Background: an optimization exercise with open tools, aiming at small area, a short achievable clock period and few clock cycles. Do not read the settings as production practice. No run shown here included a check of the RTL's function; only the layout flow was run. Power and IR drop assume default switching activity.

## flow/design.v

```verilog
module ME(
    input clk,
    input rst_n,
    input block_valid,
    input area_valid,
    input [7:0] in_data,
    output logic out_valid,
    output logic signed [2:0] out_vector
);
logic [7:0] nblk [0:15];
always_ff @(posedge clk)
    if (block_valid) begin
        for (int k = 0; k < 15; k++) nblk[k] <= nblk[k+1];
        nblk[15] <= ~in_data;
    end
logic [7:0] pix [0:12];
always_ff @(posedge clk) begin
    pix[0] <= in_data;
    for (int d = 1; d < 13; d++) pix[d] <= pix[d-1];
end
logic [7:0] adv [0:15];
logic       adc [0:15];
always_ff @(posedge clk)
    for (int k = 0; k < 16; k++)
        {adc[k], adv[k]} <= {1'b0, pix[12 - 4*(k/4)]} + {1'b0, nblk[k]};
function automatic [11:0] psmask(input integer s);
    psmask = s == 0 ? 12'h0ff : s == 1 ? 12'h1ff : s <= 3 ? 12'h3ff : s <= 7 ? 12'h7ff : 12'hfff;
endfunction
logic [11:0] ps [0:15];
always_ff @(posedge clk)
    for (int s = 0; s < 16; s++)
        ps[s] <= ((s == 0 ? 12'd0 : ps[s-1])
                  + {4'd0, adv[s] ^ {8{~adc[s]}}} + {11'd0, adc[s]}) & psmask(s);
wire [11:0] sad = ps[15];
logic [5:0] idx;
logic v0, v1, v2;
always_ff @(posedge clk, negedge rst_n)
    if (!rst_n) begin
        v0 <= 1'b0;
        v1 <= 1'b0;
        v2 <= 1'b0;
    end else begin
        v0 <= area_valid;
        v1 <= v0;
        v2 <= v1;
    end
always_ff @(posedge clk)
    idx <= block_valid ? 6'd0 : idx + {5'd0, v2};
wire win_ok = v2 && idx[5:3] >= 3'd3 && idx[2:0] >= 3'd3;
wire first  = idx == 6'd27;
logic [11:0] nmin;    
wire better = first || sad < ~nmin;
logic [2:0] min_x, min_y;
wire [2:0] cur_x = idx[2:0] - 3'd5;    
wire [2:0] cur_y = 3'd5 - idx[5:3];    
always_ff @(posedge clk)
    if (win_ok && better) begin
        nmin    <= ~sad;
        min_x   <= cur_x;
        min_y   <= cur_y;
    end
wire last = v2 && idx == 6'd63;
logic second;
always_ff @(posedge clk, negedge rst_n)
    if (!rst_n) begin
        out_valid  <= 1'b0;
        second     <= 1'b0;
        out_vector <= 3'd0;
    end else begin
        second    <= last;
        out_valid <= last || second;
        if (last)
            out_vector <= better ? cur_x : min_x;
        else if (second)
            out_vector <= min_y;
        else
            out_vector <= 3'd0;
    end
endmodule
```

## flow/constraint.sdc

```tcl
create_clock -name core_clock -period 5.5 [get_ports {clk}]
set_input_delay 1.1000 -clock core_clock [delete_from_list [all_inputs] [get_ports {clk}]]
set_output_delay 1.1000 -clock core_clock [all_outputs]
set_load 0.01 [all_outputs]
```

## flow/standard.sh

```bash
#!/bin/bash
# synth_recipe.tcl (not shown) runs the flow's synth.tcl, then flattens the netlist and writes it again
# the make line also repeats each setting of config.mk as NAME=value (left out here)
make -C /OpenROAD-flow-scripts/flow DESIGN_CONFIG=/design/flow/config.mk WORK_HOME=/design/flow/orfs CLKGATE_MAP_FILE= SYNTH_SCRIPT=/design/flow/synth_recipe.tcl "${@:-finish}"
```

## flow/flow/run.sh

```bash
#!/bin/bash
# Standard layout, with yosys's own carry-lookahead mapping instead of the
# Kogge-Stone one (SYNTH_OPERATIONS_ARGS replaces the default -extra-map).
set -euo pipefail
bash standard.sh SYNTH_OPERATIONS_ARGS=-booth finish > standard_make.log 2>&1
```

## flow/config.mk

```make
export PLATFORM = sky130hd
export DESIGN_NAME = ME
export DESIGN_NICKNAME = ME
export VERILOG_FILES = /design/flow/design.v
export SDC_FILE = /design/flow/constraint.sdc
export NUM_CORES = 8
export LEC_CHECK = 0
export ABC_CLOCK_PERIOD_IN_PS = 2200
export CAP_MARGIN = 20
export CORE_MARGIN = 2
export CORE_UTILIZATION = 60
export CTS_CLUSTER_DIAMETER = 100
export CTS_CLUSTER_SIZE = 30
export SETUP_SLACK_MARGIN = 3.3
export SLEW_MARGIN = 20
export TNS_END_PERCENT = 100
```

==> reports/results.ini, run 1 <==
[finish]
utilization_pct=69.6
area_growth_pct=14.2
nFillCells=2718
fin_area_um2=27000
num-nets-final=2191
antenna_cells=0
stdcell_count=2341
drive_gt1_share_pct=19.7

[grt]
gr-total-overflow=0
grtUsageMet2_pct=32.5
met1_usage_pct=27.6
grt.total_usage_pct=19.3
grt_pass1_wl_um=62900
busiest_layer=met2
use_met3_pct=1.81
antenna_found_initial=0
grt_max_degree=78
grt_pass1_vias=12300

[floorplanning]
start_util_pct=61.0
fp.dieH_um=202
die-area_um2=41000
die_w_um=202
pin_count=16
rows=72
coreArea_um2=38700

[logic_synthesis]
netlist_top_cells_area=dfxtp_1, edfxtp_1, ha_1
ys_types=35
syn_area_um2=23600
synth.top_cell.area_share_pct=36.5
synth.most_common_cell=dfxtp_1
ys_seq_area_share_pct=55.9
yosysTopAreaCell=dfxtp_1
synth_common_cells=dfxtp_1, ha_1, edfxtp_1
syn-num-nets=2075
synth_edf_count=146
async_reset_ff_share_pct=1.37
syn-instance-count=1691
synth_seq_cells=585
syn_avg_cell_area_um2=14.0
ys.flop_type=dfxtp_1
synth_warnings=6

[clock_network]
clock_tree.root_cell=clkbuf_16
cts_tree=built
clock_path_buffers=3
clock-sinks=585
clkLatencyLatePin_ps=570
cts_max_level=1
postCtsHoldBufs=0
clk_pin_slew_ps=110
cts_buffers=23

[timing]
relSlewSlack_pct=45.6
tns_ps=0
max_slew.worst_pin.slew_ps=816
rsz0062_at_grt=true
hold_viol_final=0
maxSlewViolCount=0
period_needed_ps=2340
fmax_mhz=428
fin_ws_ps=3160
setup_viol=0
post-route-period-util_pct=42.5
fin_worst_skew_ps=22.7

[critical_path]
end_kind=register
crit_arrival_ps=2780
criticalPathCategory=register to register
path_buf_inv=0
crit_top_cell=a21o_1
cp_slowest_cell=edfxtp_1
crit_fanout=2
path_delay_family=adder cells
crit_required_ps=5940
startpoint_type=register
cp_cell_sequence=ha_2, fa_2, a21o_1, a21o_1, a21o_1, a21o_1, fa_2, xor2_1
cpPeakStageDelay_ps=430

[outcome]
status=no timing/DRC/antenna violations

[route]
ant_nets=0
first_iter_violations=464
routed_wirelength_um=38500
dr.pass1.iters=4
avgViaCountPerCell=4.97
route.detailed.drc=0
avgRoutedWirePerCell_um=16.4
via_count=11600

[placed_design]
dp.cells=2210
post_dp_cell_area_um2=24600
port-buffer-count=15
pre_cts_ws_ps=2860
dp_hpwl_um=28100
gp_congestion=0.769

[flow_run]
drv_cap=0

[hold_path]
hold_class=register to register

[power]
vdd_drop_max_mv=0.280
p_leak_nw=11.8
power-per-cell-area_nw_per_um2=488

routing by layer:
metal	routed length, um	vias up
li1	-	5830
met1	18400	5695
met2	18600	63
met3	868	36
met4	562	0
met5	0	-
layout by cell type, fill, tap and decap left out, types with 16 or more instances in the layout:
cell,instances
dfxtp_4,17
xnor2_1,105
inv_1,137
clkbuf_16,24
a21oi_1,20
clkbuf_1,17
o21ai_2,16
fa_2,60
xor2_2,21
fa_1,64
buf_4,86
dfxtp_2,17
xnor2_2,19
nand3_1,20
nand2_1,29
a21o_1,77
edfxtp_1,146
dfxtp_1,397
ha_1,217
xor2_1,91
ha_2,17
worst paths after layout:
check	slack [ps]	to	depth (start not counted)	from
max	3160	adv[8][7]	8	nblk[8][0]
min	310	pix[8][4]	0	pix[7][4]
max reg2reg	3160	adv[8][7]	8	nblk[8][0]
min reg2reg	310	pix[8][4]	0	pix[7][4]
max in group asynchronous	4460	out_valid	1	rst_n
min in group asynchronous	800	out_vector[0]	1	rst_n
state kept, by name (all words and copies together), names as in the netlist, 6 cells and up:
| signal | cells |
|---|---|
| ps | 177 |
| adv | 128 |
| pix | 104 |
| nmin | 12 |
| adc | 16 |
| nblk | 128 |
| idx | 6 |
worst reg2reg max path: stages, from the launching register on:
cell and delay, ps:
edfxtp_1 430, ha_2 200, fa_2 350, a21o_1 170
a21o_1 200, a21o_1 180, a21o_1 200, fa_2 340
xor2_1 150
kinds of logic (layout without fill, tap and decap cells):
group	Yosys count	count (layout)	synth area share (%)
simple gates	130	130	2.81
fa+ha+maj	372	372	23.7
flops	585	585	55.9
compound gates	178	178	5.04
xor+xnor	250	250	9.27
mux	18	18	0.763
buf+inv	158	290	2.52
stage by stage:
stage,power [mW],hold WS [ps]
global route,14.3,315
finish,13.2,312
floorplan,9.10,310
detailed placement,10.3,312
global placement,10.2,310
CTS,12.7,315
report_power, final:
part / total, mW / internal (mW) / leakage, nW / switching (mW)
logic: 4.85 / 2.51 / 6.36 / 2.34
registers: 6.25 / 5.52 / 5.16 / 0.732
clock network: 2.06 / 0.813 / 0.311 / 1.25
repair_timing:
item,4_1_cts,5_1_grt
resized for setup,112,140
pin swaps,53,92
gates cloned,0,2
hold endpoints to repair,0,0
buffers inserted,44,44
setup endpoints to repair,137,126
cell type report:
cell class                      count  area (um^2)  share of cell area (%)
Multi-Input combinational cell    948        11000                    40.6
Clock inverter                      1         16.3                  0.0603
Sequential cell                   585        13300                    49.3
Inverter                          142          533                    1.98
Timing Repair Buffer              107          876                    3.25
Clock buffer                       40          639                    2.37
Tap cell                          518          648                    2.40
==> inputs of run 2 (changes only) <==
--- a/flow/design.v
+++ b/flow/design.v
@@ -14,14 +14,17 @@
         nblk[15] <= ~in_data;
     end
-logic [7:0] pix [0:12];
+logic [7:0] pix [0:11];
 always_ff @(posedge clk) begin
     pix[0] <= in_data;
-    for (int d = 1; d < 13; d++) pix[d] <= pix[d-1];
+    for (int d = 1; d < 12; d++) pix[d] <= pix[d-1];
 end
+function automatic [7:0] pixd(input integer i);
+    pixd = i == 0 ? pix[11] : i == 1 ? pix[7] : i == 2 ? pix[3] : in_data;
+endfunction
 logic [7:0] adv [0:15];
 logic       adc [0:15];
 always_ff @(posedge clk)
     for (int k = 0; k < 16; k++)
-        {adc[k], adv[k]} <= {1'b0, pix[12 - 4*(k/4)]} + {1'b0, nblk[k]};
+        {adc[k], adv[k]} <= {1'b0, pixd(k/4)} + {1'b0, nblk[k]};
 function automatic [11:0] psmask(input integer s);
     psmask = s == 0 ? 12'h0ff : s == 1 ? 12'h1ff : s <= 3 ? 12'h3ff : s <= 7 ? 12'h7ff : 12'hfff;
@@ -34,13 +37,11 @@
 wire [11:0] sad = ps[15];
 logic [5:0] idx;
-logic v0, v1, v2;
+logic v1, v2;
 always_ff @(posedge clk, negedge rst_n)
     if (!rst_n) begin
-        v0 <= 1'b0;
         v1 <= 1'b0;
         v2 <= 1'b0;
     end else begin
-        v0 <= area_valid;
-        v1 <= v0;
+        v1 <= area_valid;
         v2 <= v1;
     end
==> flow/run.sh (new file) <==
#!/bin/bash
# synth_recipe.tcl (not shown) runs the flow's synth.tcl, then flattens the netlist and writes it again
# the make line also repeats each setting of config.mk as NAME=value (left out here)
make -C /OpenROAD-flow-scripts/flow DESIGN_CONFIG=/design/flow/config.mk WORK_HOME=/design/flow/orfs CLKGATE_MAP_FILE= SYNTH_SCRIPT=/design/flow/synth_recipe.tcl finish
removed: flow/flow/run.sh
removed: flow/standard.sh
==> reports/results.ini, run 2 <==
[clock_network]
clk_pin_slew_ps=120  ; was 110 ps
cts_max_level=1  ; unchanged
cts_buffers=23  ; unchanged
clock_tree.root_cell=clkbuf_16  ; unchanged
clkLatencyLatePin_ps=580  ; was 570 ps
clock-sinks=576  ; was 585
postCtsHoldBufs=0  ; unchanged
clock_path_buffers=3  ; unchanged
cts_tree=built  ; unchanged

[timing]
fin_ws_ps=3230  ; was 3160 ps
maxSlewViolCount=0  ; unchanged
period_needed_ps=2270  ; was 2340 ps
rsz0062_at_grt=true  ; unchanged
fin_worst_skew_ps=25.2  ; was 22.7 ps
relSlewSlack_pct=54.6  ; was 45.6%
max_slew.worst_pin.slew_ps=681  ; was 816 ps
post-route-period-util_pct=41.3  ; was 42.5%
setup_viol=0  ; unchanged
fmax_mhz=440  ; was 428 MHz
hold_viol_final=0  ; unchanged
tns_ps=0  ; unchanged

[floorplanning]
pin_count=16  ; unchanged
die-area_um2=43800  ; was 41000 um^2
rows=75  ; was 72
start_util_pct=60.6  ; was 61.0%
fp.dieH_um=209  ; was 202 um
die_w_um=209  ; was 202 um
coreArea_um2=41800  ; was 38700 um^2

[finish]
antenna_cells=0  ; unchanged
area_growth_pct=8.79  ; was 14.2%
utilization_pct=65.9  ; was 69.6%
regMostFlops=ps  ; unchanged
largest_reg_flops=177  ; unchanged
drive_gt1_share_pct=8.84  ; was 19.7%
register_area_um2=13100  ; was 13300 um^2
nFillCells=3210  ; was 2718
final_cell_mix=dfxtp_1, xnor2_1, ha_1  ; was dfxtp_1, ha_1, edfxtp_1
final_common_cell=dfxtp_1  ; unchanged
fin_area_um2=27500  ; was 27000 um^2
multi_input_comb_area_um2=12300  ; was 11000 um^2
num-nets-final=2509  ; was 2191

[critical_path]
startpoint_type=register  ; unchanged
cp_slowest_cell=dfxtp_4  ; was edfxtp_1
path_buf_inv=0  ; unchanged
crit_arrival_ps=2760  ; was 2780 ps
rrSetupSlack_ps=3230  ; was 3160 ps
crit_required_ps=5980  ; was 5940 ps
end_kind=register  ; unchanged
cpPeakStageDelay_ps=390  ; was 430 ps
criticalPathCategory=register to register  ; unchanged
path_delay_family=compound AO/OA/AOI/OAI gates  ; was adder cells
cp_cell_sequence=xnor2_1, ha_2, and2_4, a221o_1, o31a_1, o21a_1, o311ai_4  ; was ha_2, fa_2, a21o_1, a21o_1, a21o_1, a21o_1, fa_2, xor2_1
crit_fanout=5  ; was 2

[power]
power-per-cell-area_nw_per_um2=531  ; was 488 nW/um^2
p_leak_nw=11.5  ; was 11.8 nW
vdd_drop_max_mv=0.304  ; was 0.280 mV
total_power_mw=14.6  ; was 13.2 mW

[grt]
grt_pass1_vias=15000  ; was 12.3k
grt_max_degree=70  ; was 78
busiest_layer=met2  ; unchanged
grt.total_usage_pct=21.1  ; was 19.3%
antenna_found_initial=0  ; unchanged
grt_pass1_wl_um=75100  ; was 62900 um
met1_usage_pct=28.8  ; was 27.6%
use_met3_pct=1.95  ; was 1.81%
grtUsageMet2_pct=36.9  ; was 32.5%
gr-total-overflow=0  ; unchanged

[logic_synthesis]
syn_area_um2=25300  ; was 23600 um^2
ys_seq_area_share_pct=51.5  ; was 55.9%
synth.top_cell.area_share_pct=33.5  ; was 36.5%
ys_types=70  ; was 35
ys.flop_type=dfxtp_1  ; unchanged
synth_edf_count=146  ; unchanged
syn_avg_cell_area_um2=11.7  ; was 14.0 um^2
synth_common_cells=dfxtp_1, xnor2_1, ha_1  ; was dfxtp_1, ha_1, edfxtp_1
synth_warnings=6  ; unchanged
netlist_top_cells_area=dfxtp_1, edfxtp_1, ha_1  ; unchanged
async_reset_ff_share_pct=1.22  ; was 1.37%
yosysTopAreaCell=dfxtp_1  ; unchanged
syn-instance-count=2162  ; was 1691
synth.most_common_cell=dfxtp_1  ; unchanged
syn-num-nets=2457  ; was 2075
synth_seq_cells=576  ; was 585

[hold_path]
hold_class=register to register  ; unchanged

[route]
routed_wirelength_um=46200  ; was 38500 um
via_count=15200  ; was 11.6k
dr.pass1.iters=5  ; was 4
avgViaCountPerCell=5.50  ; was 4.97
first_iter_violations=787  ; was 464
route.detailed.drc=0  ; unchanged
ant_nets=0  ; unchanged
avgRoutedWirePerCell_um=16.7  ; was 16.4 um

[placed_design]
dp_hpwl_um=34300  ; was 28100 um
post_dp_cell_area_um2=26100  ; was 24600 um^2
gp_congestion=0.848  ; was 0.769
port-buffer-count=15  ; unchanged
pre_cts_ws_ps=2030  ; was 2860 ps

[outcome]
status=no timing/DRC/antenna violations  ; unchanged

[flow_run]
drv_cap=0  ; unchanged

## run 2: cell count changes in the layout (fill, tap and decap cells not counted), moves of 20 or more
| cell | delta |
|---|---|
| xnor2_1 | +147 |
| nor2_1 | +110 |
| a21oi_1 | +93 |
| buf_4 | -60 |
| o21ai_0 | +57 |
| fa_2 | -52 |
| fa_1 | -41 |
| inv_1 | -40 |
| o21bai_1 | +28 |
| ha_1 | +27 |
| a211oi_1 | +26 |
| xor2_1 | -24 |
| xor2_2 | -21 |
| nor2b_1 | +20 |
## run 2: layout make-up
class	instances	share of cell area, %
clock buffers	39	2.31
clock inverters	1	0.109
inverters	98	1.34
multi-input cells	1470	44.8
flip-flops and latches	576	47.5
well taps	539	2.45
repair buffers	45	1.48
## run 2: cell families (layout without fill, tap and decap cells)
family,Yosys count,in the layout,synth area share [%]
xor+xnor,327,327,11.3
simple gates,362,362,7.14
flops,576,576,51.5
buf+inv,116,183,1.92
mux,17,17,0.742
fa+ha+maj,283,283,14.9
compound gates,481,481,12.5
## run 2: per-stage QoR
stage / std cells / hold slack [ps]
final: 2768 / 326
after global routing: 2768 / 341
after CTS: 2749 / 328
after detailed placement: 2700 / 312
after global placement: 2700 / 310
after floorplan: 2162 / 310
## run 2: report_power, final
| part | internal, mW | total, mW | leakage [nW] | switching, mW |
|---|---|---|---|---|
| Sequential | 5.46 | 6.12 | 5.08 | 0.655 |
| Clock | 0.811 | 2.05 | 0.314 | 1.24 |
| Combinational | 3.10 | 6.44 | 6.15 | 3.34 |
## run 2: timing repair
action,CTS,global route
setup buffers,9,17
setup endpoints to repair,85,88
gates resized for setup,81,90
pin swaps,19,29
cloned,0,2
## run 2: worst paths after layout
path                            start          to  cells past startpoint
min reg2reg                pix[10][3]  pix[11][3]                      0
max in group asynchronous       rst_n          v1                      1
min                        pix[10][3]  pix[11][3]                      0
max                            adc[7]    ps[7][9]                      7
min in group asynchronous       rst_n   out_valid                      1
max reg2reg                    adc[7]    ps[7][9]                      7
## run 2: worst register-to-register path, delay by kind of cell, from the launching register on
family | cells | cell delay [ps]
AOI/OAI and AO/OA | 4 | 1140
xor gates and xnor gates | 1 | 180
adders and majority gates | 1 | 300
DFF | 1 | 390
and+or+nand+nor | 1 | 160
## run 2: routing by layer
layer	vias to the layer above	part of all wire, %
met5	-	0
met4	0	1.9
met3	53	2.0
met2	169	48
met1	7241	48
li1	7748	-
==> inputs of run 3 (changes only) <==
--- a/flow/design.v
+++ b/flow/design.v
@@ -27,13 +27,30 @@
     for (int k = 0; k < 16; k++)
         {adc[k], adv[k]} <= {1'b0, pixd(k/4)} + {1'b0, nblk[k]};
-function automatic [11:0] psmask(input integer s);
-    psmask = s == 0 ? 12'h0ff : s == 1 ? 12'h1ff : s <= 3 ? 12'h3ff : s <= 7 ? 12'h7ff : 12'hfff;
+logic [5:0] pd0 [0:14];
+logic [5:0] pd1 [0:14];
+logic       kc1 [0:14];
+function automatic [5:0] topmask(input integer s);
+    integer m, k;
+    m = (255 * (s + 1)) >> 6;
+    k = 0;
+    while (k < m) k = 2 * k + 1;
+    topmask = k;
 endfunction
-logic [11:0] ps [0:15];
 always_ff @(posedge clk)
-    for (int s = 0; s < 16; s++)
-        ps[s] <= ((s == 0 ? 12'd0 : ps[s-1])
-                  + {4'd0, adv[s] ^ {8{~adc[s]}}} + {11'd0, adc[s]}) & psmask(s);
-wire [11:0] sad = ps[15];
+    for (int s = 0; s < 15; s++) begin
+        logic [11:0] t;
+        logic [6:0] q0;
+        logic [6:0] q1;
+        t = {4'd0, adv[s] ^ {8{~adc[s]}}};
+        q0 = {1'b0, (s == 0 ? 6'd0 : pd0[s-1])} + {1'b0, t[5:0]} + {6'd0, adc[s]};
+        q1 = {1'b0, (s == 0 ? 6'd0 : pd1[s-1])} + {1'b0, t[11:6]} + {6'd0, (s == 0 ? 1'b0 : kc1[s-1])};
+        pd0[s] <= q0[5:0];
+        kc1[s] <= q0[6];
+        pd1[s] <= q1[5:0] & topmask(s);
+    end
+logic [11:0] sad;
+always_ff @(posedge clk)
+    sad <= {pd1[14], pd0[14]} + ({11'd0, kc1[14]} << 6)
+           + {4'd0, adv[15] ^ {8{~adc[15]}}} + {11'd0, adc[15]};
 logic [5:0] idx;
 logic v1, v2;
==> reports/results.ini, run 3 <==
[critical_path]
end_kind=register  ; unchanged
cpPeakStageDelay_ps=520  ; was 390 ps
r2r_end=sad[10]  ; was ps[7][9]
crit_start=adc[15]  ; was adc[7]
crit_fanout=7  ; was 5
criticalPathCategory=register to register  ; unchanged
path_depth=10  ; was 7
timing.rr.start=adc[15]  ; was adc[7]
r2r_cells=10  ; was 7
cp_cell_sequence=xor2_4, fa_1, inv_2, ha_4, o21a_1, o21a_1, a21oi_2, nor2b_1, o21ai_1, xnor2_1  ; was xnor2_1, ha_2, and2_4, a221o_1, o31a_1, o21a_1, o311ai_4
rrSetupSlack_ps=3280  ; was 3230 ps
crit_top_cell=o21a_1
crit_required_ps=6010  ; was 5980 ps
path_delay_family=adder cells  ; was compound AO/OA/AOI/OAI gates
path_buf_inv=1  ; was 0
cp_slowest_cell=fa_1  ; was dfxtp_4
crit_arrival_ps=2740  ; was 2760 ps
startpoint_type=register  ; unchanged

[grt]
gr-total-overflow=0  ; unchanged
grt_max_degree=53  ; was 70
antenna_found_initial=2  ; was 0
grt_pass1_wl_um=67500  ; was 75100 um
grt.total_usage_pct=20.1  ; was 21.1%
grt_pass1_vias=13600  ; was 15.0k

[floorplanning]
fp.dieH_um=205  ; was 209 um
start_util_pct=60.9  ; was 60.6%
pin_count=16  ; unchanged
rows=73  ; was 75
die-area_um2=42100  ; was 43800 um^2
die_w_um=205  ; was 209 um
coreArea_um2=39800  ; was 41800 um^2

[logic_synthesis]
synth_warnings=8  ; was 6
synth-simple-area-share_pct=4.22  ; was 7.14%
ys_seq_area_share_pct=54.9  ; was 51.5%
async_reset_ff_share_pct=1.18  ; was 1.22%
synth_edf_count=146  ; unchanged
syn-instance-count=1955  ; was 2162
synth_top_family_by_area=adder cells  ; unchanged
syn_avg_cell_area_um2=12.4  ; was 11.7 um^2
synth_compound_area_share_pct=7.78  ; was 12.5%
synth_common_cells=dfxtp_1, xnor2_1, ha_1  ; unchanged
syn_area_um2=24300  ; was 25300 um^2
synth_xor_area_share_pct=12.1  ; was 11.3%
synth_seq_cells=591  ; was 576
synth.most_common_cell=dfxtp_1  ; unchanged
netlist_top_cells_area=dfxtp_1, edfxtp_1, ha_1  ; unchanged
syn-num-nets=2271  ; was 2457
ys.flop_type=dfxtp_1  ; unchanged
synth.top_cell.area_share_pct=36.1  ; was 33.5%
synth_fa_ha_area_share_pct=17.5  ; was 14.9%
synthMuxAreaShare_pct=0.784  ; was 0.742%
ys_types=37  ; was 70
yosysTopAreaCell=dfxtp_1  ; unchanged

[route]
route.detailed.drc=0  ; unchanged
first_iter_violations=495  ; was 787
routed_wirelength_um=40100  ; was 46200 um
avgRoutedWirePerCell_um=15.8  ; was 16.7 um
dr.pass1.iters=6  ; was 5
avgViaCountPerCell=5.12  ; was 5.50
ant_nets=0  ; unchanged
via_count=13000  ; was 15.2k

[clock_network]
cts_tree=built  ; unchanged
clk_pin_slew_ps=110  ; was 120 ps
clock-sinks=591  ; was 576
clkLatencyLatePin_ps=580  ; about the same
cts_buffers=23  ; unchanged
clock_path_buffers=3  ; unchanged
clock_tree.root_cell=clkbuf_16  ; unchanged
cts_max_level=1  ; unchanged

[timing]
relSlewSlack_pct=54.6  ; about the same
hold_viol_final=0  ; unchanged
rsz0062_at_grt=true  ; unchanged
fmax_mhz=450  ; was 440 MHz
max_slew.worst_pin.slew_ps=681  ; about the same
period_needed_ps=2220  ; was 2270 ps
fin_worst_skew_ps=20.6  ; was 25.2 ps
post-route-period-util_pct=40.4  ; was 41.3%
setup_viol=0  ; unchanged
maxSlewViolCount=0  ; unchanged
tns_ps=0  ; unchanged

[hold_path]
min_to=pix[9][6]  ; was pix[11][3]
min_from=pix[8][6]  ; was pix[10][3]
whs_path_depth=0  ; unchanged
hold_class=register to register  ; unchanged

[placed_design]
dp_hpwl_um=30300  ; was 34300 um
gp_congestion=0.755  ; was 0.848
port-buffer-count=15  ; unchanged

[finish]
final_cell_mix=dfxtp_1, xnor2_1, ha_1  ; unchanged
nFillCells=3128  ; was 3210
drive_gt1_share_pct=6.38  ; was 8.84%
area_growth_pct=7.49  ; was 8.79%
final_common_cell=dfxtp_1  ; unchanged
utilization_pct=65.5  ; was 65.9%
num-nets-final=2305  ; was 2509

[outcome]
status=no timing/DRC/antenna violations  ; unchanged

[flow_run]
drv_cap=0  ; unchanged

[power]
power-per-cell-area_nw_per_um2=508  ; was 531 nW/um^2
p_leak_nw=11.1  ; was 11.5 nW
vdd_drop_max_mv=0.338  ; was 0.304 mV

[run 3: cell count changes after synthesis, moves of 16 or more]
| cell | previous run | this run |
|---|---|---|
| fa_1 | 31 | 60 |
| a211oi_1 | 31 | 2 |
| nand2_1 | 46 | 66 |
| a21o_1 | 79 | 55 |
| nand3_1 | 25 | 9 |
| nor2_1 | 126 | 78 |
| xnor2_1 | 260 | 284 |
| xor2_1 | 67 | 51 |
| o21ai_0 | 73 | 57 |
| inv_1 | 98 | 155 |
| o21a_1 | 28 | 4 |
[run 3: kinds of logic after synthesis]
logic type | after synthesis
xor gates and xnor gates | 335
DFF | 591
muxes | 18
AOI/OAI and AO/OA | 311
and+or+nand+nor | 224
adders and majority gates | 304
buffers and inverters | 172
[run 3: metal layers]
| metal | global-route usage, % | vias to the layer above | wire, um | share of wire [%] |
|---|---|---|---|---|
| li1 | - | 6642 | - | - |
| met5 | 0 | - | 0 | 0 |
| met2 | 35.0 | 100 | 19200 | 48 |
| met4 | 4.24 | 0 | 816 | 2.0 |
| met3 | 2.18 | 52 | 908 | 2.3 |
| met1 | 27.3 | 6160 | 19200 | 48 |
[run 3: per-stage QoR]
stage / hold WS, ps / setup slack (ps) / area (um^2) / cells / power, mW
6_report: 326 / 3280 / 26100 / 2532 / 13.3
2_1_floorplan: 310 / 3110 / 24500 / 1955 / 10.0
3_5_place_dp: 312 / 2110 / 25200 / 2480 / 11.2
5_1_grt: 332 / 3180 / 26100 / 2531 / 14.4
4_1_cts: 328 / 3200 / 26000 / 2526 / 13.4
3_3_place_gp: 310 / 2170 / 25200 / 2480 / 11.1
[run 3: cell type report]
| class | count | area, um^2 | area share [%] |
|---|---|---|---|
| multi-input combinational | 1192 | 10600 | 40.7 |
| timing repair buffer | 26 | 215 | 0.825 |
| clock inverter | 2 | 17.5 | 0.0671 |
| sequential | 591 | 13300 | 51.2 |
| tap | 525 | 657 | 2.52 |
| inverter | 155 | 582 | 2.23 |
| clock buffer | 40 | 639 | 2.45 |
| antenna | 1 | 2.50 | 0.00959 |
[run 3: worst max-delay path by stage]
stage / to / slack [ps]
2_1_floorplan: adv[13][6] / 3110
3_3_place_gp: adv[14][6] / 2170
3_5_place_dp: adv[15][6] / 2110
4_1_cts: sad[11] / 3200
5_1_grt: sad[11] / 3180
6_report: sad[10] / 3280
[run 3: report_power, final]
part           switching (mW)  total (mW)  internal [mW]
Combinational            2.42        4.88           2.46
Sequential              0.667        6.29           5.62
Clock                    1.27        2.08          0.812
Total                    4.36        13.3           8.90
[run 3: what timing repair did]
action,4_1_cts,5_1_grt
resized for setup,47,37
hold buffers,0,0
endpoints found under the setup margin,63,64
pin swaps,11,16
setup buffers,4,4
hold endpoints to repair,0,0
gates cloned,0,1
==> inputs of run 4 (changes only) <==
--- a/flow/config.mk
+++ b/flow/config.mk
@@ -6,4 +6,5 @@
 export NUM_CORES = 8
 export LEC_CHECK = 0
+export ABC_AREA = 1
 export ABC_CLOCK_PERIOD_IN_PS = 2200
 export CAP_MARGIN = 20
==> reports/results.ini, run 4 <==
[outcome]
status=no timing/DRC/antenna violations  ; unchanged

[route]
route.detailed.drc=0  ; unchanged
routed_wirelength_um=43200  ; was 40100 um
first_iter_violations=809  ; was 495
dr.pass1.iters=5  ; was 6
via_count=14400  ; was 13.0k
avgRoutedWirePerCell_um=15.4  ; was 15.8 um
ant_nets=0  ; unchanged
avgViaCountPerCell=5.14  ; was 5.12

[logic_synthesis]
synth.most_common_cell=dfxtp_1  ; unchanged
ys_seq_area_share_pct=52.6  ; was 54.9%
netlist_top_cells_area=dfxtp_1, edfxtp_1, ha_1  ; unchanged
synth_common_cells=dfxtp_1, ha_1, inv_1  ; was dfxtp_1, xnor2_1, ha_1
syn-num-nets=2531  ; was 2271
synth.top_cell.area_share_pct=34.6  ; was 36.1%
async_reset_ff_share_pct=1.18  ; unchanged
synth_seq_cells=591  ; unchanged
syn-instance-count=2215  ; was 1955
synth_edf_count=146  ; unchanged
syn_avg_cell_area_um2=11.4  ; was 12.4 um^2
ys_types=32  ; was 37
ys.flop_type=dfxtp_1  ; unchanged
syn_area_um2=25300  ; was 24300 um^2
synth_warnings=8  ; unchanged
yosysTopAreaCell=dfxtp_1  ; unchanged

[placed_design]
gp_congestion=0.845  ; was 0.755
port-buffer-count=15  ; unchanged
dp_hpwl_um=32600  ; was 30300 um
pre_cts_ws_ps=2280  ; was 2110 ps

[timing]
fmax_mhz=460  ; was 450 MHz
fin_worst_skew_ps=13.8  ; was 20.6 ps
fin_ws_ps=3320  ; was 3280 ps
post-route-period-util_pct=39.5  ; was 40.4%
rsz0062_at_grt=true  ; unchanged
relSlewSlack_pct=38.7  ; was 54.6%
maxSlewViolCount=0  ; unchanged
tns_ps=0  ; unchanged
setup_viol=0  ; unchanged
max_slew.worst_pin.slew_ps=920  ; was 681 ps
hold_viol_final=0  ; unchanged
period_needed_ps=2180  ; was 2220 ps

[clock_network]
clkLatencyLatePin_ps=580  ; about the same
clock_tree.root_cell=clkbuf_16  ; unchanged
postCtsHoldBufs=0  ; unchanged
cts_max_level=1  ; unchanged
clk_pin_slew_ps=120  ; was 110 ps
cts_buffers=23  ; unchanged
clock_path_buffers=3  ; unchanged
cts_tree=built  ; unchanged
clock-sinks=591  ; unchanged

[power]
power-per-cell-area_nw_per_um2=506  ; was 508 nW/um^2
vdd_drop_max_mv=0.271  ; was 0.338 mV
clockPowerShare_pct=15.1  ; was 15.7%
power_switching_mw=4.76  ; was 4.36 mW
p_leak_nw=12.1  ; was 11.1 nW
total_power_mw=13.6  ; was 13.3 mW
swShare_pct=34.9  ; was 32.9%
power_frac_seq_pct=46.4  ; was 47.5%
p_comb_share_pct=38.4  ; was 36.8%
p_int_mw=8.88  ; was 8.90 mW

[critical_path]
criticalPathCategory=register to output port  ; was register to register
path_delay_family=flip-flops  ; was adder cells
crit_fanout=1  ; was 7
crit_arrival_ps=1080  ; was 2740 ps
cp_cell_sequence=buf_2  ; was xor2_4, fa_1, inv_2, ha_4, o21a_1, o21a_1, a21oi_2, nor2b_1, o21ai_1, xnor2_1
cpPeakStageDelay_ps=380  ; was 520 ps
crit_required_ps=4400  ; was 6010 ps
cp_slowest_cell=dfrtp_1  ; was fa_1
startpoint_type=register  ; unchanged
path_buf_inv=1  ; unchanged
end_kind=output port  ; was register

[floorplanning]
start_util_pct=60.6  ; was 60.9%
rows=75  ; was 73
die_w_um=209  ; was 205 um
die-area_um2=43900  ; was 42100 um^2
fp.dieH_um=209  ; was 205 um
coreArea_um2=41800  ; was 39800 um^2
pin_count=16  ; unchanged

[hold_path]
hold_class=register to register  ; unchanged

[grt]
grt.total_usage_pct=20.4  ; was 20.1%
grt_pass1_wl_um=72500  ; was 67500 um
grt_pass1_vias=14500  ; was 13.6k
grt_max_degree=135  ; was 53
gr-total-overflow=0  ; unchanged
antenna_found_initial=0  ; was 2

[finish]
multi_input_comb_area_um2=11200  ; was 10600 um^2
final_common_cell=dfxtp_1  ; unchanged
drive_gt1_share_pct=4.29  ; was 6.38%
area_growth_pct=6.38  ; was 7.49%
num-nets-final=2561  ; was 2305
register_area_um2=13300  ; about the same
final_cell_mix=dfxtp_1, inv_1, ha_1  ; was dfxtp_1, xnor2_1, ha_1
nFillCells=3288  ; was 3128

[flow_run]
drv_cap=0  ; unchanged

==> run 4: metrics by stage <==
stage | cell area, um^2 | std cells | hold WS [ps] | util, %
after floorplan | 25400 | 2215 | 310 | -
after global placement | 26100 | 2754 | 310 | 62.6
after detailed placement | 26100 | 2754 | 312 | 62.6
after CTS | 26800 | 2796 | 335 | 64.2
after global routing | 26900 | 2799 | 336 | 64.5
final | 26900 | 2800 | 328 | 64.5
==> run 4: worst reg2reg max path, delay by kind of cell, from the launching register on <==
kind	cells	cell delay, ps
AO/OA/AOI/OAI	2	350
XOR/XNOR	2	330
adder cells (fa/ha/maj)	2	620
buffers and inverters	1	140
flip-flops	1	410
AND/OR/NAND/NOR	1	130
==> run 4: worst paths after layout <==
check / start / end / slack, ps / depth (start not counted)
max: out_vector[2] / out_vector[2] / 3320 / 1
min: pix[9][5] / pix[10][5] / 330 / 0
max reg2reg: adc[15] / sad[10] / 3420 / 8
min reg2reg: pix[9][5] / pix[10][5] / 330 / 0
max in group asynchronous: rst_n / out_vector[1] / 4510 / 1
min in group asynchronous: rst_n / out_valid / 760 / 1
==> run 4: repair_timing <==
item	CTS	global route
setup endpoints to repair	48	52
resized for setup	31	26
buffers inserted	2	3
pin swaps	1	10
==> run 4: logic make-up (layout without fill, tap and decap cells) <==
group                      Yosys count  in the layout  synth area share [%]
AOI/OAI and AO/OA                  278            278                  6.42
adders and majority gates          304            304                  16.8
DFF                                591            591                  52.6
and+or+nand+nor                    424            424                  7.39
other                                0              1                     0
xor gates and xnor gates           363            363                  12.7
muxes                                1              1                0.0445
buffers and inverters              254            299                  4.01
==> run 4: layout make-up <==
type                       instances  share of cell area (%)
timing repair buffer              21                   0.734
multi-input combinational       1370                    41.5
clock buffer                      39                    2.36
clock inverter                     1                  0.0418
tap                              539                    2.50
inverter                         238                    3.32
sequential                       591                    49.5
antenna                            1                 0.00929
==> run 4: metal layers <==
layer / global-route usage (%) / routed length, um
met5: 0 / 0
met4: 3.82 / 750
met2: 33.9 / 19700
met3: 2.05 / 983
met1: 29.5 / 21700
==> run 4: power by group through the flow <==
stage | logic [mW] | clock network, mW | registers [mW]
2_1_floorplan | 4.07 | 0 | 6.15
3_3_place_gp | 4.99 | 0 | 6.44
3_5_place_dp | 5.09 | 0 | 6.44
4_1_cts | 5.19 | 2.15 | 6.35
5_1_grt | 6.04 | 2.29 | 6.47
6_report | 5.24 | 2.06 | 6.33
==> inputs of run 5 (changes only) <==
--- a/flow/design.v
+++ b/flow/design.v
@@ -14,17 +14,14 @@
         nblk[15] <= ~in_data;
     end
-logic [7:0] pix [0:11];
+logic [7:0] pix [0:12];
 always_ff @(posedge clk) begin
     pix[0] <= in_data;
-    for (int d = 1; d < 12; d++) pix[d] <= pix[d-1];
+    for (int d = 1; d < 13; d++) pix[d] <= pix[d-1];
 end
-function automatic [7:0] pixd(input integer i);
-    pixd = i == 0 ? pix[11] : i == 1 ? pix[7] : i == 2 ? pix[3] : in_data;
-endfunction
 logic [7:0] adv [0:15];
 logic       adc [0:15];
 always_ff @(posedge clk)
     for (int k = 0; k < 16; k++)
-        {adc[k], adv[k]} <= {1'b0, pixd(k/4)} + {1'b0, nblk[k]};
+        {adc[k], adv[k]} <= {1'b0, pix[12 - 4*(k/4)]} + {1'b0, nblk[k]};
 logic [5:0] pd0 [0:14];
 logic [5:0] pd1 [0:14];
@@ -54,11 +51,13 @@
            + {4'd0, adv[15] ^ {8{~adc[15]}}} + {11'd0, adc[15]};
 logic [5:0] idx;
-logic v1, v2;
+logic v0, v1, v2;
 always_ff @(posedge clk, negedge rst_n)
     if (!rst_n) begin
+        v0 <= 1'b0;
         v1 <= 1'b0;
         v2 <= 1'b0;
     end else begin
-        v1 <= area_valid;
+        v0 <= area_valid;
+        v1 <= v0;
         v2 <= v1;
     end
--- a/flow/config.mk
+++ b/flow/config.mk
@@ -6,5 +6,4 @@
 export NUM_CORES = 8
 export LEC_CHECK = 0
-export ABC_AREA = 1
 export ABC_CLOCK_PERIOD_IN_PS = 2200
 export CAP_MARGIN = 20
==> reports/results.ini, run 5 <==
[outcome]
status=no timing/DRC/antenna violations  ; unchanged

[clock_network]
cts_max_level=1  ; unchanged
clkLatencyLatePin_ps=570  ; was 580 ps
clock_path_buffers=3  ; unchanged
postCtsHoldBufs=0  ; unchanged
cts_tree=built  ; unchanged
clock-sinks=600  ; was 591
clk_pin_slew_ps=110  ; was 120 ps
cts_buffers=23  ; unchanged
clock_tree.root_cell=clkbuf_16  ; unchanged

[critical_path]
startpoint_type=register  ; unchanged
crit_arrival_ps=2730  ; was 1080 ps
end_kind=register  ; was output port
crit_fanout=7  ; was 1
criticalPathCategory=register to register  ; was register to output port
crit_required_ps=6020  ; was 4400 ps
cp_slowest_cell=dfxtp_4  ; was dfrtp_1
cp_cell_sequence=xnor2_2, ha_1, ha_1, a21o_1, a21oi_2, nand2b_4, a21oi_2, or4_1, nand4_1  ; was buf_2
cpPeakStageDelay_ps=410  ; was 380 ps

[floorplanning]
start_util_pct=60.5  ; was 60.6%
rows=74  ; was 75
pin_count=16  ; unchanged
fp.dieH_um=206  ; was 209 um
die_w_um=206  ; was 209 um
die-area_um2=42600  ; was 43900 um^2
coreArea_um2=40600  ; was 41800 um^2

[logic_synthesis]
syn_area_um2=24600  ; was 25300 um^2
synth_seq_cells=600  ; was 591
ys_seq_area_share_pct=55.0  ; was 52.6%
synth.top_cell.area_share_pct=36.3  ; was 34.6%
ys.flop_type=dfxtp_1  ; unchanged
synth_warnings=8  ; unchanged
syn-num-nets=2278  ; was 2531
synth_common_cells=dfxtp_1, xnor2_1, ha_1  ; was dfxtp_1, ha_1, inv_1
synth_edf_count=146  ; unchanged
yosysTopAreaCell=dfxtp_1  ; unchanged
syn-instance-count=1962  ; was 2215
netlist_top_cells_area=dfxtp_1, edfxtp_1, ha_1  ; unchanged
synth.most_common_cell=dfxtp_1  ; unchanged
syn_avg_cell_area_um2=12.5  ; was 11.4 um^2
ys_types=40  ; was 32
async_reset_ff_share_pct=1.33  ; was 1.18%

[finish]
final_common_cell=dfxtp_1  ; unchanged
final_cell_mix=dfxtp_1, xnor2_1, ha_1  ; was dfxtp_1, inv_1, ha_1
area_growth_pct=6.32  ; was 6.38%
num-nets-final=2309  ; was 2561
antenna_cells=0  ; was 1
drive_gt1_share_pct=4.43  ; was 4.29%
utilization_pct=64.3  ; was 64.5%

[timing]
relSlewSlack_pct=41.1  ; was 38.7%
period_needed_ps=2220  ; was 2180 ps
fin_ws_ps=3280  ; was 3320 ps
post-route-period-util_pct=40.3  ; was 39.5%
hold_viol_final=0  ; unchanged
max_slew.worst_pin.slew_ps=884  ; was 920 ps
maxSlewViolCount=0  ; unchanged
setup_viol=0  ; unchanged
fin_worst_skew_ps=10.9  ; was 13.8 ps
rsz0062_at_grt=true  ; unchanged
fmax_mhz=451  ; was 460 MHz
tns_ps=0  ; unchanged

[placed_design]
pre_cts_ws_ps=2730  ; was 2280 ps
port-buffer-count=15  ; unchanged
dp_hpwl_um=30700  ; was 32600 um
gp_congestion=0.777  ; was 0.845

[grt]
grt.total_usage_pct=19.7  ; was 20.4%
grt_pass1_vias=13100  ; was 14.5k
use_met3_pct=2.16  ; was 2.05%
grtUsageMet2_pct=33.5  ; was 33.9%
met1_usage_pct=27.2  ; was 29.5%
antenna_found_initial=1  ; was 0
busiest_layer=met2  ; unchanged
grt_pass1_wl_um=66000  ; was 72500 um
grt_max_degree=101  ; was 135
gr-total-overflow=0  ; unchanged

[route]
avgRoutedWirePerCell_um=16.0  ; was 15.4 um
avgViaCountPerCell=5.07  ; was 5.14
dr.pass1.iters=5  ; unchanged
via_count=12900  ; was 14.4k
route.detailed.drc=0  ; unchanged
first_iter_violations=512  ; was 809
ant_nets=0  ; unchanged
routed_wirelength_um=40600  ; was 43200 um

[hold_path]
hold_class=register to register  ; unchanged

[flow_run]
drv_cap=0  ; unchanged

[power]
total_power_mw=13.5  ; was 13.6 mW
power-per-cell-area_nw_per_um2=517  ; was 506 nW/um^2
p_leak_nw=11.1  ; was 12.1 nW
vdd_drop_max_mv=0.325  ; was 0.271 mV

## run 5: changes by cell type after synthesis, moves of 52 or more
cell,change
nand3_1,-98
inv_1,-82
a21oi_1,-52
xnor2_1,+99
nand2_1,-126
xor2_1,-125
## run 5: worst max-delay path, delay by kind of cell (launching register included)
kind,cells,cell delay [ps]
XOR/XNOR,1,140
adder cells (fa/ha/maj),2,580
AO/OA/AOI/OAI,3,390
flip-flops,1,410
AND/OR/NAND/NOR,3,640
## run 5: layout make-up
class | count | area [um^2]
well taps | 532 | 666
fillers | 3121 | 14500
inverters | 156 | 586
clock buffers | 41 | 643
flip-flops and latches | 600 | 13500
multi-input cells | 1189 | 10500
repair buffers | 23 | 206
## run 5: report_power, final
part / switching, mW / total, mW / internal (mW) / leakage [nW]
clock network: 1.25 / 2.06 / 0.807 / 0.305
registers: 0.696 / 6.39 / 5.69 / 5.28
logic: 2.53 / 5.06 / 2.53 / 5.55
total: 4.48 / 13.5 / 9.03 / 11.1
## run 5: kinds of logic (layout without fill, tap and decap cells)
logic type | after synthesis | count (layout) | synth area share (%)
compound gates | 307 | 307 | 7.82
fa+ha+maj | 304 | 304 | 17.3
flops | 600 | 600 | 55.0
mux | 18 | 18 | 0.880
buf+inv | 173 | 220 | 2.89
simple gates | 225 | 225 | 4.23
xor+xnor | 335 | 335 | 11.9
## run 5: timing repair
item	CTS	global route
pin swaps	10	7
setup endpoints to repair	29	74
gates cloned	0	0
gates resized for setup	28	18
buffers inserted	6	1
## run 5: path summary, 6_finish.rpt
check	startpoint	end	slack [ps]	cells past startpoint
setup / recovery	adc[15]	sad[10]	3280	9
hold / removal	pix[9][1]	pix[10][1]	330	0
setup reg to reg	adc[15]	sad[10]	3280	9
hold reg to reg	pix[9][1]	pix[10][1]	330	0
max in group asynchronous	rst_n	v2	4450	1
min in group asynchronous	rst_n	out_vector[0]	790	1
## run 5: metrics by stage
stage | cells | instance area, um^2 | hold slack [ps]
4_1_cts | 2540 | 26100 | 333
3_5_place_dp | 2493 | 25300 | 312
2_1_floorplan | 1962 | 24600 | 310
5_1_grt | 2541 | 26100 | 339
3_3_place_gp | 2493 | 25300 | 310
6_report | 2541 | 26100 | 332
## run 5: routing by layer
metal / share of wire (%) / vias up
met4: 2.4 / 0
li1: - / 6647
met5: 0 / -
met2: 47 / 90
met3: 1.8 / 51
met1: 49 / 6098
==> inputs of run 6 (changes only) <==
--- a/flow/design.v
+++ b/flow/design.v
@@ -24,10 +24,10 @@
     for (int k = 0; k < 16; k++)
         {adc[k], adv[k]} <= {1'b0, pix[12 - 4*(k/4)]} + {1'b0, nblk[k]};
-logic [5:0] pd0 [0:14];
-logic [5:0] pd1 [0:14];
+logic [7:0] pd0 [0:14];
+logic [3:0] pd1 [0:14];
 logic       kc1 [0:14];
-function automatic [5:0] topmask(input integer s);
+function automatic [3:0] topmask(input integer s);
     integer m, k;
-    m = (255 * (s + 1)) >> 6;
+    m = (255 * (s + 1)) >> 8;
     k = 0;
     while (k < m) k = 2 * k + 1;
@@ -37,16 +37,16 @@
     for (int s = 0; s < 15; s++) begin
         logic [11:0] t;
-        logic [6:0] q0;
-        logic [6:0] q1;
+        logic [8:0] q0;
+        logic [4:0] q1;
         t = {4'd0, adv[s] ^ {8{~adc[s]}}};
-        q0 = {1'b0, (s == 0 ? 6'd0 : pd0[s-1])} + {1'b0, t[5:0]} + {6'd0, adc[s]};
-        q1 = {1'b0, (s == 0 ? 6'd0 : pd1[s-1])} + {1'b0, t[11:6]} + {6'd0, (s == 0 ? 1'b0 : kc1[s-1])};
-        pd0[s] <= q0[5:0];
-        kc1[s] <= q0[6];
-        pd1[s] <= q1[5:0] & topmask(s);
+        q0 = {1'b0, (s == 0 ? 8'd0 : pd0[s-1])} + {1'b0, t[7:0]} + {8'd0, adc[s]};
+        q1 = {1'b0, (s == 0 ? 4'd0 : pd1[s-1])} + {1'b0, t[11:8]} + {4'd0, (s == 0 ? 1'b0 : kc1[s-1])};
+        pd0[s] <= q0[7:0];
+        kc1[s] <= q0[8];
+        pd1[s] <= q1[3:0] & topmask(s);
     end
 logic [11:0] sad;
 always_ff @(posedge clk)
-    sad <= {pd1[14], pd0[14]} + ({11'd0, kc1[14]} << 6)
+    sad <= {pd1[14], pd0[14]} + ({11'd0, kc1[14]} << 8)
            + {4'd0, adv[15] ^ {8{~adc[15]}}} + {11'd0, adc[15]};
 logic [5:0] idx;
==> reports/results.ini, run 6 <==
[grt]
grt_pass1_vias=13800  ; was 13.1k
antenna_found_initial=0  ; was 1
grt.total_usage_pct=19.6  ; was 19.7%
gr-total-overflow=0  ; unchanged
grt_max_degree=73  ; was 101
grt_pass1_wl_um=69200  ; was 66000 um

[route]
dr.pass1.iters=5  ; unchanged
ant_nets=0  ; unchanged
via_count=13700  ; was 12.9k
avgViaCountPerCell=5.23  ; was 5.07
avgRoutedWirePerCell_um=16.1  ; was 16.0 um
first_iter_violations=680  ; was 512
routed_wirelength_um=42300  ; was 40600 um
route.detailed.drc=0  ; unchanged

[clock_network]
clock-sinks=600  ; unchanged
cts_max_level=1  ; unchanged
cts_buffers=23  ; unchanged
clock_tree.root_cell=clkbuf_16  ; unchanged
clkLatencyLatePin_ps=570  ; about the same
cts_tree=built  ; unchanged
clk_pin_slew_ps=110  ; about the same
clock_path_buffers=3  ; unchanged

[logic_synthesis]
ys_types=48  ; was 40
synth.most_common_cell=dfxtp_1  ; unchanged
async_reset_ff_share_pct=1.33  ; unchanged
netlist_top_cells_area=dfxtp_1, edfxtp_1, ha_1  ; unchanged
syn_area_um2=24800  ; was 24600 um^2
synth_warnings=8  ; unchanged
syn-num-nets=2357  ; was 2278
synth_edf_count=146  ; unchanged
synth_seq_cells=600  ; unchanged
syn_avg_cell_area_um2=12.2  ; was 12.5 um^2
yosysTopAreaCell=dfxtp_1  ; unchanged
synth.top_cell.area_share_pct=35.9  ; was 36.3%
synth_common_cells=dfxtp_1, ha_1, xnor2_1  ; was dfxtp_1, xnor2_1, ha_1
ys_seq_area_share_pct=54.4  ; was 55.0%
syn-instance-count=2037  ; was 1962
ys.flop_type=dfxtp_1  ; unchanged

[hold_path]
hold_class=register to register  ; unchanged

[finish]
final_cell_mix=dfxtp_1, xnor2_1, ha_1  ; unchanged
area_growth_pct=6.61  ; was 6.32%
nFillCells=3169  ; was 3121
num-nets-final=2389  ; was 2309
drive_gt1_share_pct=4.22  ; was 4.43%
antenna_cells=0  ; unchanged
final_common_cell=dfxtp_1  ; unchanged

[critical_path]
end_kind=register  ; unchanged
crit_arrival_ps=2620  ; was 2730 ps
crit_required_ps=5850  ; was 6020 ps
path_delay_family=simple AND/OR/NAND/NOR gates  ; unchanged
cpPeakStageDelay_ps=480  ; was 410 ps
cp_cell_sequence=ha_4, nand2_4, nor2_4, or4b_4, o22ai_4, a211oi_4, buf_12, clkbuf_16  ; was xnor2_2, ha_1, ha_1, a21o_1, a21oi_2, nand2b_4, a21oi_2, or4_1, nand4_1
cp_slowest_cell=or4b_4  ; was dfxtp_4
criticalPathCategory=register to register  ; unchanged
path_buf_inv=2  ; was 0
crit_fanout=5  ; was 7
startpoint_type=register  ; unchanged

[placed_design]
gp_congestion=0.822  ; was 0.777
port-buffer-count=15  ; unchanged
dp_hpwl_um=31600  ; was 30700 um
pre_cts_ws_ps=2870  ; was 2730 ps

[flow_run]
drv_cap=0  ; unchanged

[timing]
hold_viol_final=0  ; unchanged
maxSlewViolCount=0  ; unchanged
fin_worst_skew_ps=14.4  ; was 10.9 ps
relSlewSlack_pct=41.8  ; was 41.1%
setup_viol=0  ; unchanged
holdWs_ps=333  ; was 332 ps
post-route-period-util_pct=41.4  ; was 40.3%
max_slew.worst_pin.slew_ps=874  ; was 884 ps
fin_ws_ps=3220  ; was 3280 ps
fmax_mhz=439  ; was 451 MHz
tns_ps=0  ; unchanged
rsz0062_at_grt=true  ; unchanged
period_needed_ps=2280  ; was 2220 ps

[power]
power-per-cell-area_nw_per_um2=521  ; was 517 nW/um^2
total_power_mw=13.8  ; was 13.5 mW
p_leak_nw=11.1  ; about the same
clockPowerShare_pct=15.0  ; was 15.3%
p_comb_share_pct=39.5  ; was 37.5%
vdd_drop_max_mv=0.360  ; was 0.325 mV
p_int_mw=9.10  ; was 9.03 mW
swShare_pct=34.1  ; was 33.2%
power_frac_seq_pct=45.6  ; was 47.3%
power_switching_mw=4.70  ; was 4.48 mW

[floorplanning]
coreArea_um2=40800  ; was 40600 um^2
die_w_um=207  ; was 206 um
die-area_um2=43100  ; was 42600 um^2
pin_count=16  ; unchanged
start_util_pct=60.9  ; was 60.5%
fp.dieH_um=207  ; was 206 um
rows=74  ; unchanged

[outcome]
status=no timing/DRC/antenna violations  ; unchanged

run 6: changes by cell type after synthesis, sizes merged, moves of 7 or more:
cell | previous run | this run
mux2i | 10 | 18
a21o | 57 | 64
o21ai | 58 | 97
xnor2 | 284 | 277
ha | 244 | 277
nand2 | 60 | 78
inv | 156 | 105
a21oi | 125 | 152
fa | 60 | 31
o21a | 3 | 17
and3 | 8 | 1
a211oi | 2 | 31
run 6: per-stage QoR:
stage	instances	instance area (um^2)	utilization (%)
final	2617	26500	64.9
after global routing	2617	26500	64.9
after CTS	2610	26300	64.3
after detailed placement	2568	25600	62.7
after global placement	2568	25600	62.7
after floorplan	2037	24900	-
run 6: logic make-up after synthesis:
family                     synth area share [%]
DFF                                        54.4
muxes                                     0.876
adders and majority gates                  16.4
AOI/OAI and AO/OA                          10.7
xor gates and xnor gates                   11.5
buffers and inverters                      2.00
and+or+nand+nor                            4.12
run 6: area by class of cell:
| type | count | area [um^2] | area share, % |
|---|---|---|---|
| timing repair buffer | 24 | 285 | 1.08 |
| inverter | 105 | 394 | 1.49 |
| clock buffer | 41 | 643 | 2.43 |
| sequential | 600 | 13500 | 51.1 |
| tap | 532 | 666 | 2.51 |
| multi-input combinational | 1315 | 11000 | 41.4 |
run 6: path summary, 6_finish.rpt:
kind	startpoint	end	slack [ps]	cells after the start
max	nmin[9]	min_x[0]	3220	8
min	pix[7][0]	pix[8][0]	330	0
max reg2reg	nmin[9]	min_x[0]	3220	8
min reg2reg	pix[7][0]	pix[8][0]	330	0
max in group asynchronous	rst_n	second	4400	1
min in group asynchronous	rst_n	out_valid	810	1
run 6: what timing repair did:
action                                  in CTS  in global routing
buffers inserted                             1                  4
gates cloned                                 0                  3
pin swaps                                    1                  7
endpoints found under the setup margin      41                 70
hold buffers                                 0                  0
gates resized for setup                     25                 43
run 6: power by group through the flow:
stage	clock network [mW]	logic, mW	registers [mW]
floorplan	0	4.31	6.12
global placement	0	5.25	6.39
detailed placement	0	5.35	6.38
CTS	2.15	5.42	6.30
global route	2.29	6.19	6.40
finish	2.06	5.44	6.29
run 6: metal layers:
| layer | GRT usage, % | vias to the layer above | wire [um] |
|---|---|---|---|
| met5 | 0 | - | 0 |
| met4 | 3.82 | 0 | 781 |
| met3 | 2.33 | 48 | 1010 |
| met2 | 32.1 | 109 | 19200 |
| met1 | 28.4 | 6392 | 21300 |
| li1 | - | 7134 | - |
==> inputs of run 7 (changes only) <==
--- a/flow/design.v
+++ b/flow/design.v
@@ -24,29 +24,32 @@
     for (int k = 0; k < 16; k++)
         {adc[k], adv[k]} <= {1'b0, pix[12 - 4*(k/4)]} + {1'b0, nblk[k]};
-logic [7:0] pd0 [0:14];
-logic [3:0] pd1 [0:14];
-logic       kc1 [0:14];
-function automatic [3:0] topmask(input integer s);
-    integer m, k;
-    m = (255 * (s + 1)) >> 8;
-    k = 0;
-    while (k < m) k = 2 * k + 1;
-    topmask = k;
+logic [3:0] plo [0:14], pmid [0:14], phi [0:14];
+logic       kc1 [0:14], kc2 [0:14];
+function automatic [3:0] himask(input integer s);
+    himask = s == 0 ? 4'h0 : s == 1 ? 4'h1 : s <= 3 ? 4'h3 : s <= 7 ? 4'h7 : 4'hf;
 endfunction
 always_ff @(posedge clk)
     for (int s = 0; s < 15; s++) begin
-        logic [11:0] t;
-        logic [8:0] q0;
-        logic [4:0] q1;
-        t = {4'd0, adv[s] ^ {8{~adc[s]}}};
-        q0 = {1'b0, (s == 0 ? 8'd0 : pd0[s-1])} + {1'b0, t[7:0]} + {8'd0, adc[s]};
-        q1 = {1'b0, (s == 0 ? 4'd0 : pd1[s-1])} + {1'b0, t[11:8]} + {4'd0, (s == 0 ? 1'b0 : kc1[s-1])};
-        pd0[s] <= q0[7:0];
-        kc1[s] <= q0[8];
-        pd1[s] <= q1[3:0] & topmask(s);
+        logic [7:0] t;
+        logic [4:0] lo, mid;
+        t = adv[s] ^ {8{~adc[s]}};
+        if (s == 0) begin
+            lo  = {1'b0, t[3:0]} + {4'd0, adc[s]};
+            mid = {1'b0, t[7:4]};
+            phi[s] <= 4'd0;
+            kc2[s] <= 1'b0;
+        end else begin
+            lo  = {1'b0, plo[s-1]}  + {1'b0, t[3:0]} + {4'd0, adc[s]};
+            mid = {1'b0, pmid[s-1]} + {1'b0, t[7:4]} + {4'd0, kc1[s-1]};
+            phi[s] <= (phi[s-1] + {3'd0, kc2[s-1]}) & himask(s);
+            kc2[s] <= mid[4];
+        end
+        plo[s]  <= lo[3:0];
+        kc1[s]  <= lo[4];
+        pmid[s] <= mid[3:0];
     end
 logic [11:0] sad;
 always_ff @(posedge clk)
-    sad <= {pd1[14], pd0[14]} + ({11'd0, kc1[14]} << 8)
+    sad <= {phi[14], pmid[14], plo[14]} + {3'd0, kc2[14], 3'd0, kc1[14], 4'd0}
            + {4'd0, adv[15] ^ {8{~adc[15]}}} + {11'd0, adc[15]};
 logic [5:0] idx;
==> reports/results.ini, run 7 <==
[power]
p_int_mw=9.03  ; was 9.10 mW
swShare_pct=31.5  ; was 34.1%
power-per-cell-area_nw_per_um2=504  ; was 521 nW/um^2
p_leak_nw=11.3  ; was 11.1 nW
total_power_mw=13.2  ; was 13.8 mW
p_comb_share_pct=34.7  ; was 39.5%
clockPowerShare_pct=16.4  ; was 15.0%
vdd_drop_max_mv=0.318  ; was 0.360 mV
power_frac_seq_pct=48.8  ; was 45.6%
power_switching_mw=4.15  ; was 4.70 mW

[critical_path]
crit_required_ps=6000  ; was 5850 ps
cpPeakStageDelay_ps=380  ; was 480 ps
cp_cell_sequence=xnor2_1, ha_1, ha_2, fa_2, a21o_1, a21oi_2, o21ai_2, o41ai_2, xnor2_1  ; was ha_4, nand2_4, nor2_4, or4b_4, o22ai_4, a211oi_4, buf_12, clkbuf_16
crit_arrival_ps=2730  ; was 2620 ps
end_kind=register  ; unchanged
cp_slowest_cell=dfxtp_4  ; was or4b_4
criticalPathCategory=register to register  ; unchanged
crit_top_cell=xnor2_1
crit_fanout=6  ; was 5
startpoint_type=register  ; unchanged

[placed_design]
dp_hpwl_um=29600  ; was 31600 um
post_dp_cell_area_um2=25200  ; was 25600 um^2
dp.cells=2413  ; was 2568
gp_congestion=0.786  ; was 0.822
port-buffer-count=15  ; unchanged
pre_cts_ws_ps=2870  ; about the same

[route]
avgRoutedWirePerCell_um=15.9  ; was 16.1 um
first_iter_violations=594  ; was 680
dr.pass1.iters=5  ; unchanged
routed_wirelength_um=39200  ; was 42300 um
ant_nets=0  ; unchanged
route.detailed.drc=0  ; unchanged
avgViaCountPerCell=5.13  ; was 5.23
via_count=12600  ; was 13.7k

[logic_synthesis]
syn_area_um2=24400  ; was 24800 um^2
netlist_top_cells_area=dfxtp_1, edfxtp_1, ha_1  ; unchanged
synth_fa_ha_area_share_pct=18.7  ; was 16.4%
yosysTopAreaCell=dfxtp_1  ; unchanged
synth_warnings=10  ; was 8
ys.flop_type=dfxtp_1  ; unchanged
syn-instance-count=1888  ; was 2037
async_reset_ff_share_pct=1.31  ; was 1.33%
synth_seq_cells=612  ; was 600
synth-simple-area-share_pct=3.31  ; was 4.12%
synth_common_cells=dfxtp_1, ha_1, xnor2_1  ; unchanged
synth.most_common_cell=dfxtp_1  ; unchanged
syn_avg_cell_area_um2=12.9  ; was 12.2 um^2
synth_xor_area_share_pct=11.1  ; was 11.5%
synth_compound_area_share_pct=7.69  ; was 10.7%
ys_seq_area_share_pct=56.3  ; was 54.4%
synth_edf_count=146  ; unchanged
synth_top_family_by_area=adder cells  ; unchanged
synth.top_cell.area_share_pct=37.5  ; was 35.9%
synthMuxAreaShare_pct=0.773  ; was 0.876%
syn-num-nets=2230  ; was 2357
ys_types=32  ; was 48

[timing]
hold_viol_final=0  ; unchanged
post-route-period-util_pct=40.6  ; was 41.4%
maxSlewViolCount=0  ; unchanged
rsz0062_at_grt=true  ; unchanged
period_needed_ps=2230  ; was 2280 ps
setup_viol=0  ; unchanged
fin_worst_skew_ps=26.9  ; was 14.4 ps
fin_ws_ps=3270  ; was 3220 ps
fmax_mhz=448  ; was 439 MHz
max_slew.worst_pin.slew_ps=797  ; was 874 ps
holdWs_ps=333  ; about the same
relSlewSlack_pct=46.9  ; was 41.8%
tns_ps=0  ; unchanged

[clock_network]
clkLatencyLatePin_ps=580  ; was 570 ps
cts_tree=built  ; unchanged
cts_max_level=1  ; unchanged
clk_pin_slew_ps=110  ; about the same
cts_buffers=24  ; was 23
clock_tree.root_cell=clkbuf_16  ; unchanged
clock-sinks=612  ; was 600
clock_path_buffers=3  ; unchanged

[grt]
grt_pass1_wl_um=64600  ; was 69200 um
antenna_found_initial=0  ; unchanged
grt_max_degree=75  ; was 73
grt.total_usage_pct=19.2  ; was 19.6%
gr-total-overflow=0  ; unchanged
grt_pass1_vias=13200  ; was 13.8k

[finish]
final_cell_mix=dfxtp_1, ha_1, xnor2_1  ; was dfxtp_1, xnor2_1, ha_1
register_area_um2=13800  ; was 13500 um^2
nFillCells=2981  ; was 3169
utilization_pct=65.4  ; was 64.9%
stdcell_count=2463  ; was 2617
multi_input_comb_area_um2=10300  ; was 11000 um^2
num-nets-final=2263  ; was 2389
area_growth_pct=7.05  ; was 6.61%
drive_gt1_share_pct=4.75  ; was 4.22%
fin_area_um2=26200  ; was 26500 um^2
final_common_cell=dfxtp_1  ; unchanged

[floorplanning]
pin_count=16  ; unchanged
rows=73  ; was 74
fp.dieH_um=206  ; was 207 um
start_util_pct=61.1  ; was 60.9%
die-area_um2=42400  ; was 43100 um^2
coreArea_um2=40000  ; was 40800 um^2
die_w_um=206  ; was 207 um

[outcome]
status=no timing/DRC/antenna violations  ; unchanged

[hold_path]
hold_class=register to register  ; unchanged

[flow_run]
drv_cap=0  ; unchanged

run 7: cell count changes after synthesis, moves of 17 or more:
cell	delta
a211oi_1	-27
a21o_1	+27
a21oi_1	-42
fa_1	+29
o21a_1	-17
o21ai_0	-42
o21bai_1	-17
xnor2_1	-21
run 7: kinds of logic (layout without fill, tap and decap cells):
family          count (synthesis)  count (layout)
fa+ha+maj                     330             330
simple gates                  183             183
other cells                     0               1
xor+xnor                      311             311
buf+inv                       133             182
flops                         612             612
compound gates                301             301
mux                            18              18
run 7: per-layer routing:
| metal | wire length, um | part of all wire, % | vias to the layer above | global-route usage (%) |
|---|---|---|---|---|
| li1 | - | - | 6476 | - |
| met1 | 18600 | 47 | 6001 | 25.9 |
| met2 | 19000 | 48 | 110 | 34.0 |
| met3 | 945 | 2.4 | 37 | 2.17 |
| met4 | 656 | 1.7 | 0 | 3.42 |
| met5 | 0 | 0 | - | 0 |
run 7: what timing repair did:
| action | in CTS | in global routing |
|---|---|---|
| hold buffers | 0 | 0 |
| setup endpoints to repair | 36 | 57 |
| setup buffers | 4 | 2 |
| gates cloned | 0 | 1 |
| pin swaps | 6 | 6 |
| gates resized for setup | 29 | 34 |
run 7: layout make-up:
class                   instances  area share [%]
diodes                          1         0.00956
clock buffers                  41            2.62
clock inverters                 1          0.0765
inverters                     116            1.66
multi-input cells            1143            39.5
flip-flops and latches        612            52.6
well taps                     525            2.51
repair buffers                 24           0.985
run 7: worst paths after layout:
check                                 to  cells past startpoint  slack [ps]       start
min reg2reg                   pix[12][3]                      0         330  pix[11][3]
max reg2reg                       sad[9]                      9        3270     adc[15]
max in group asynchronous         second                      1        4440       rst_n
max                               sad[9]                      9        3270     adc[15]
min in group asynchronous  out_vector[2]                      1         800       rst_n
min                           pix[12][3]                      0         330  pix[11][3]
run 7: power by group through the flow:
stage                     Clock (mW)  Combinational [mW]  Sequential [mW]
final                           2.17                4.58             6.43
after global routing            2.40                5.29             6.58
after CTS                       2.25                4.60             6.45
after detailed placement           0                4.48             6.54
after global placement             0                4.42             6.54
after floorplan                    0                3.58             6.30
run 7: worst max-delay path: cells and delay by family, from the launching register on:
| kind | cells | cell delay (ps) |
|---|---|---|
| xor+xnor | 2 | 290 |
| fa+ha+maj | 3 | 800 |
| flops | 1 | 380 |
| compound gates | 4 | 690 |

-- port drivers added, routing unchanged --
Ports are ideal in the flow. The routed layouts listed here were re-timed in OpenROAD. Step 1, drivers: a clkbuf_16 drives clk and a buf_2 each remaining input, both assumed. Step 2 times the ports against the registers' clock, not the clock port: input delays grow and output delays shrink by t, the midpoint of the rising clock arrivals with the driver on. Three values: ideal ports, drivers, drivers and shift; two values: the first two.
run | t (ns) | setup slack, ns | hold WS [ns] | clock arrival spread, ns | worst data-port slew with drivers (ns)
run 1 | 0.611 | 3.162 / 3.162 / 2.879 | 0.312 / 0.312 / 0.312 | 0.024 / 0.024 | 0.04
run 2 | 0.625 | 3.228 / 3.228 / 2.769 | 0.326 / 0.326 / 0.326 | 0.031 / 0.031 | 0.04
run 3 | 0.624 | 3.280 / 3.254 / 2.780 | 0.326 / 0.326 / 0.326 | 0.028 / 0.028 | 0.04
run 4 | 0.625 | 3.325 / 3.267 / 2.783 | 0.328 / 0.328 / 0.328 | 0.022 / 0.023 | 0.04
run 5 | 0.622 | 3.284 / 3.261 / 2.758 | 0.332 / 0.332 / 0.332 | 0.013 / 0.014 | 0.04
run 6 | 0.620 | 3.223 / 3.198 / 2.880 | 0.333 / 0.333 / 0.333 | 0.015 / 0.016 | 0.04
run 7 | 0.625 | 3.267 / 3.244 / 2.895 | 0.333 / 0.333 / 0.333 | 0.027 / 0.027 | 0.04
After both steps every run listed still meets setup and hold. For run 4, which loses most, drivers alone change the setup slack by -0.058 ns; drivers and shift together by -0.542 ns.
